Background: an optimization exercise with open tools, aiming at small area and a short achievable clock period. Do not read the settings as production practice. RTL that was checked went through simulation tests only; none was proved equivalent to the original. Power and IR drop assume default switching activity.

==> inputs of 06-13 <==
## hw_cn119652311a_alu
module hw_cn119652311a_alu (
    input         clk,
    input         rst_n,
    input         wr_en,
    input         rd_en,
    input  [11:0] addr,
    input  [31:0] wr_data,
    output reg [31:0] rd_data,
    output reg    irq
);
==> flow/config.mk <==
export PLATFORM = sky130hd
export DESIGN_NAME = hw_cn119652311a_alu
export DESIGN_NICKNAME = hw_cn119652311a_alu
export VERILOG_FILES = /design/flow/design.v
export SDC_FILE = /design/flow/constraint.sdc
export NUM_CORES = 4
export LEC_CHECK = 0
export ABC_AREA = 1
export CAP_MARGIN = 20
export CORE_MARGIN = 2
export CORE_UTILIZATION = 50
export CTS_BUF_LIST = sky130_fd_sc_hd__clkbuf_4
export CTS_CLUSTER_SIZE = 20
export SETUP_SLACK_MARGIN = 4.5
export SLEW_MARGIN = 20
==> flow/constraint.sdc <==
create_clock -name core_clock -period 10.0 [get_ports {clk}]
set_input_delay 2.0000 -clock core_clock [delete_from_list [all_inputs] [get_ports {clk}]]
set_output_delay 2.0000 -clock core_clock [all_outputs]
set_load 0.01 [all_outputs]
run.sh (not shown) runs the stock make flow with config.mk's settings and CLKGATE_MAP_FILE= SYNTH_SCRIPT=/design/flow/synth_recipe.tcl, a recipe that flattens the netlist after the stock synthesis.
==> inputs of 03-19, as changes to 06-13 <==
--- a/flow/design.v
+++ b/flow/design.v
@@ -29,23 +29,10 @@
             c2  = c1 && (y11 == 2'b10);
             p2  = (cm == 2'b10) ? tadd(p2r, 2'b01) : p2r;
             blk = {c2, p2, p1, p0};
         end
     endfunction
-    function [4:0] t2oh;
-        input [1:0] x, y;
-        reg x0, y0;
-        begin
-            x0 = ~x[0] & ~x[1];
-            y0 = ~y[0] & ~y[1];
-            t2oh[0] = x0 & y0;
-            t2oh[1] = (x0 & y[0]) | (x[0] & y0);
-            t2oh[2] = (x0 & y[1]) | (x[0] & y[0]) | (x[1] & y0);
-            t2oh[3] = (x[0] & y[1]) | (x[1] & y[0]);
-            t2oh[4] = x[1] & y[1];
-        end
-    endfunction
     function [1:0] tadd;
         input [1:0] x, y;
         reg x0, y0;
         begin
             x0 = ~x[0] & ~x[1];
@@ -66,36 +53,23 @@
         input [1:0] x, y;
         tha2 = {1'b0, tgen(x, y), tadd(x, y)};
     endfunction
     function [3:0] tfa3;
         input [1:0] x, y, z;
-        reg [4:0] u;
-        reg z0, ge3, eq6;
+        reg [1:0] u;
+        reg cu, cz;
         begin
-            u   = t2oh(x, y);
-            z0  = ~z[0] & ~z[1];
-            tfa3[0] = (u[1] & z0) | (u[0] & z[0]) | (u[4] & z0) | (u[3] & z[0]) | (u[2] & z[1]);
-            tfa3[1] = (u[2] & z0) | (u[1] & z[0]) | (u[0] & z[1]) | (u[4] & z[0]) | (u[3] & z[1]);
-            ge3 = u[3] | u[4] | (u[2] & (z[0] | z[1])) | (u[1] & z[1]);
-            eq6 = u[4] & z[1];
-            tfa3[2] = ge3 & ~eq6;
-            tfa3[3] = eq6;
+            u  = tadd(x, y);
+            cu = tgen(x, y);
+            cz = tgen(u, z);
+            tfa3 = {cu & cz, cu ^ cz, tadd(u, z)};
         end
     endfunction
     function [1:0] tdig;
         input [1:0] x, y;
         input c;
-        reg [4:0] u;
-        reg m0, m1, m2;
-        begin
-            u  = t2oh(x, y);
-            m0 = u[0] | u[3];
-            m1 = u[1] | u[4];
-            m2 = u[2];
-            tdig[0] = c ? m0 : m1;
-            tdig[1] = c ? m1 : m2;
-        end
+        tdig = tadd(tadd(x, y), {1'b0, c});
     endfunction
     wire [6:0] pp_lm, pp_lh, pp_ml, pp_mm, pp_mh, pp_hl, pp_hm, pp_hh;
     assign pp_ll = blk(a[3:0],  b[3:0],  comp);
     assign pp_lm = blk(a[3:0],  b[7:4],  comp);
     assign pp_lh = blk(a[3:0],  b[11:8], comp);
@@ -388,40 +362,44 @@
                 irq <= 1'b0;
             else if (we_cmd && irq_enable[0])
                 irq <= 1'b1;
         end
     end
-    wire rd_ok  = rd_en & ~addr[11] & ~addr[10] & ~addr[1] & ~addr[0];
-    wire rd_lo  = rd_ok & ~addr[9] & ~addr[8];
-    wire [7:0] sh;    
-    wire [7:0] sl;    
-    genvar gi;
-    generate
-        for (gi = 0; gi < 8; gi = gi + 1) begin : g_dec
-            assign sh[gi] = rd_lo & (addr[7:5] == gi);
-            assign sl[gi] = (addr[4:2] == gi);
-        end
-    endgenerate
-    wire sel_irq = rd_ok & addr[9] & ~addr[8] & (addr[7:4] == 4'h0);
-    wire [31:0] grp0 = ({32{sl[0]}} & 32'h48570001) | ({32{sl[1]}} & 32'h000001FF) |
-                       ({32{sl[4]}} & vdd_ctrl) | ({32{sl[5]}} & vth_cfg);
-    wire [31:0] grp1 = ({32{sl[0]}} & gate_op) | ({32{sl[1]}} & {30'b0, gate_result}) |
-                       ({32{sl[2]}} & 32'h00000001);
-    wire [31:0] grp2 = ({32{sl[0]}} & operand_a) | ({32{sl[1]}} & operand_b) |
-                       ({32{sl[2]}} & operand_c) | ({32{sl[3]}} & operand_d);
-    wire [31:0] alu_res = alu_wide ? {8'b0, wide_result} : {25'b0, alu_small};
-    wire [1:0] wide_lo = ({2{sl[4]}} & wide_result[1:0]) | ({2{sl[5]}} & wide_result[3:2]) |
-                         ({2{sl[6]}} & wide_result[5:4]) | ({2{sl[7]}} & wide_result[7:6]);
-    wire [31:0] grp4 = ({32{sl[0]}} & alu_cmd) | ({32{sl[1]}} & 32'h00000001) |
-                       ({32{sl[2]}} & alu_res) | {30'b0, wide_lo};
-    wire [1:0] grp5 = ({2{sl[0]}} & wide_result[9:8])   | ({2{sl[1]}} & wide_result[11:10]) |
-                      ({2{sl[2]}} & wide_result[13:12]) | ({2{sl[3]}} & wide_result[15:14]) |
-                      ({2{sl[4]}} & wide_result[17:16]) | ({2{sl[5]}} & wide_result[19:18]) |
-                      ({2{sl[6]}} & wide_result[21:20]) | ({2{sl[7]}} & wide_result[23:22]);
-    wire [31:0] grp6 = ({32{sl[0]}} & approx_cfg) | ({32{sl[1]}} & comp_mode);
-    wire [31:0] grpi = ({32{sl[0]}} & {31'b0, irq_status}) | ({32{sl[1]}} & irq_enable);
     always @(*) begin
-        rd_data = ({32{sh[0]}} & grp0) | ({32{sh[1]}} & grp1) | ({32{sh[2]}} & grp2) |
-                  ({32{sh[4]}} & grp4) | ({32{sh[5]}} & {30'b0, grp5}) |
-                  ({32{sh[6]}} & grp6) | ({32{sel_irq}} & grpi);
+        rd_data = 32'h0;
+        if (rd_en) begin
+            case (addr)
+                12'h000: rd_data = 32'h48570001;
+                12'h004: rd_data = 32'h000001FF;
+                12'h010: rd_data = vdd_ctrl;
+                12'h014: rd_data = vth_cfg;
+                12'h020: rd_data = gate_op;
+                12'h024: rd_data = {30'b0, gate_result};
+                12'h028: rd_data = 32'h00000001;
+                12'h040: rd_data = operand_a;
+                12'h044: rd_data = operand_b;
+                12'h048: rd_data = operand_c;
+                12'h04C: rd_data = operand_d;
+                12'h080: rd_data = alu_cmd;
+                12'h084: rd_data = 32'h00000001;
+                12'h088: rd_data = alu_wide ? {8'b0, wide_result} : {25'b0, alu_small};
+                12'h090: rd_data = {30'b0, wide_result[1:0]};
+                12'h094: rd_data = {30'b0, wide_result[3:2]};
+                12'h098: rd_data = {30'b0, wide_result[5:4]};
+                12'h09C: rd_data = {30'b0, wide_result[7:6]};
+                12'h0A0: rd_data = {30'b0, wide_result[9:8]};
+                12'h0A4: rd_data = {30'b0, wide_result[11:10]};
+                12'h0A8: rd_data = {30'b0, wide_result[13:12]};
+                12'h0AC: rd_data = {30'b0, wide_result[15:14]};
+                12'h0B0: rd_data = {30'b0, wide_result[17:16]};
+                12'h0B4: rd_data = {30'b0, wide_result[19:18]};
+                12'h0B8: rd_data = {30'b0, wide_result[21:20]};
+                12'h0BC: rd_data = {30'b0, wide_result[23:22]};
+                12'h0C0: rd_data = approx_cfg;
+                12'h0C4: rd_data = comp_mode;
+                12'h200: rd_data = {31'b0, irq_status};
+                12'h204: rd_data = irq_enable;
+                default: rd_data = 32'h0;
+            endcase
+        end
     end
 endmodule
--- a/flow/config.mk
+++ b/flow/config.mk
@@ -7,9 +7,7 @@
 export LEC_CHECK = 0
 export ABC_AREA = 1
 export CAP_MARGIN = 20
 export CORE_MARGIN = 2
 export CORE_UTILIZATION = 50
-export CTS_BUF_LIST = sky130_fd_sc_hd__clkbuf_4
-export CTS_CLUSTER_SIZE = 20
-export SETUP_SLACK_MARGIN = 4.5
+export SETUP_SLACK_MARGIN = 4.2
 export SLEW_MARGIN = 20
==> comparison <==
03-19 completed with no timing, DRC or antenna violations. 06-13 went through all stages and came out clean.
Against 03-19, the clock power of 06-13 is smaller by about 6%.
Between 06-13 and 03-19, the lower critical path depth is in 06-13 (gap 2).
Worst setup slack: 03-19 is lower than 06-13 (0.26 ns).
Against 06-13, the via count of 03-19 is higher by about 1.2%.
In 06-13 the non-clock buffer count is lower than in 03-19, by 33.
Hold slack: 06-13 is higher than 03-19 (0.0014 ns).
Die area: 03-19 is larger than 06-13 (about 2.4%).
==> figures <==
item                                                       03-19          06-13
Result of the run                       timing/DRC/antenna clean  timing/DRC/antenna clean
Capture endpoint of the worst hold path              alu_cmd[25]  operand_a[25]
Iteration-0 DRC Markers                                     2628           2121
Post-synthesis cell area                               22800 µm²      22300 µm²
Sequential element share of the synthesized area           42.6%          43.6%
Number of global-route vias before repair                  21600          21800
Utilization after layout                                   61.5%          60.3%
Non-clock buffer total of the final layout                   246            213
Layout buffering overhead excluding clock cells            9.27%          8.13%
Worst-Skew Late Latency                                  0.56 ns        0.88 ns
Final std cells w/o fill                                    3850           3884
Number of cells upsized or downsized after cts               326            296
Sw frac                                                    22.7%          24.8%
XOR/XNOR share of the synthesized area                   0.0383%        0.0785%
Portion of the layout cell area used by clock cells        4.97%          5.38%
Placed insts                                                3639           3584
The RTL of 03-19 was laid out without a check of its function.

-- re-timing with driven ports --
No port has a modelled driver above. Below, the same layouts with a new extraction and two added sets of constraints.
Step 1, drivers: a clkbuf_16 drives clk and a buf_2 each remaining input, both assumed.
Step 2 times the ports against the registers' clock, not the clock port: input delays grow and output delays shrink by t, the midpoint of the rising clock arrivals with the driver on.
Slacks: ideal ports / drivers / drivers and shift; pairs: ideal ports / drivers.
run	t (ns)	setup WS [ns]	worst setup path at the end	pins driven straight from the clock port
06-13	0.887	3.938 / 3.897 / 3.897	input to output	1
03-19	0.609	3.678 / 3.641 / 3.641	input to output	1
After both steps every run listed still meets setup and hold. For 06-13, which loses most, drivers alone change the setup slack by -0.041 ns; drivers and shift together by -0.041 ns.
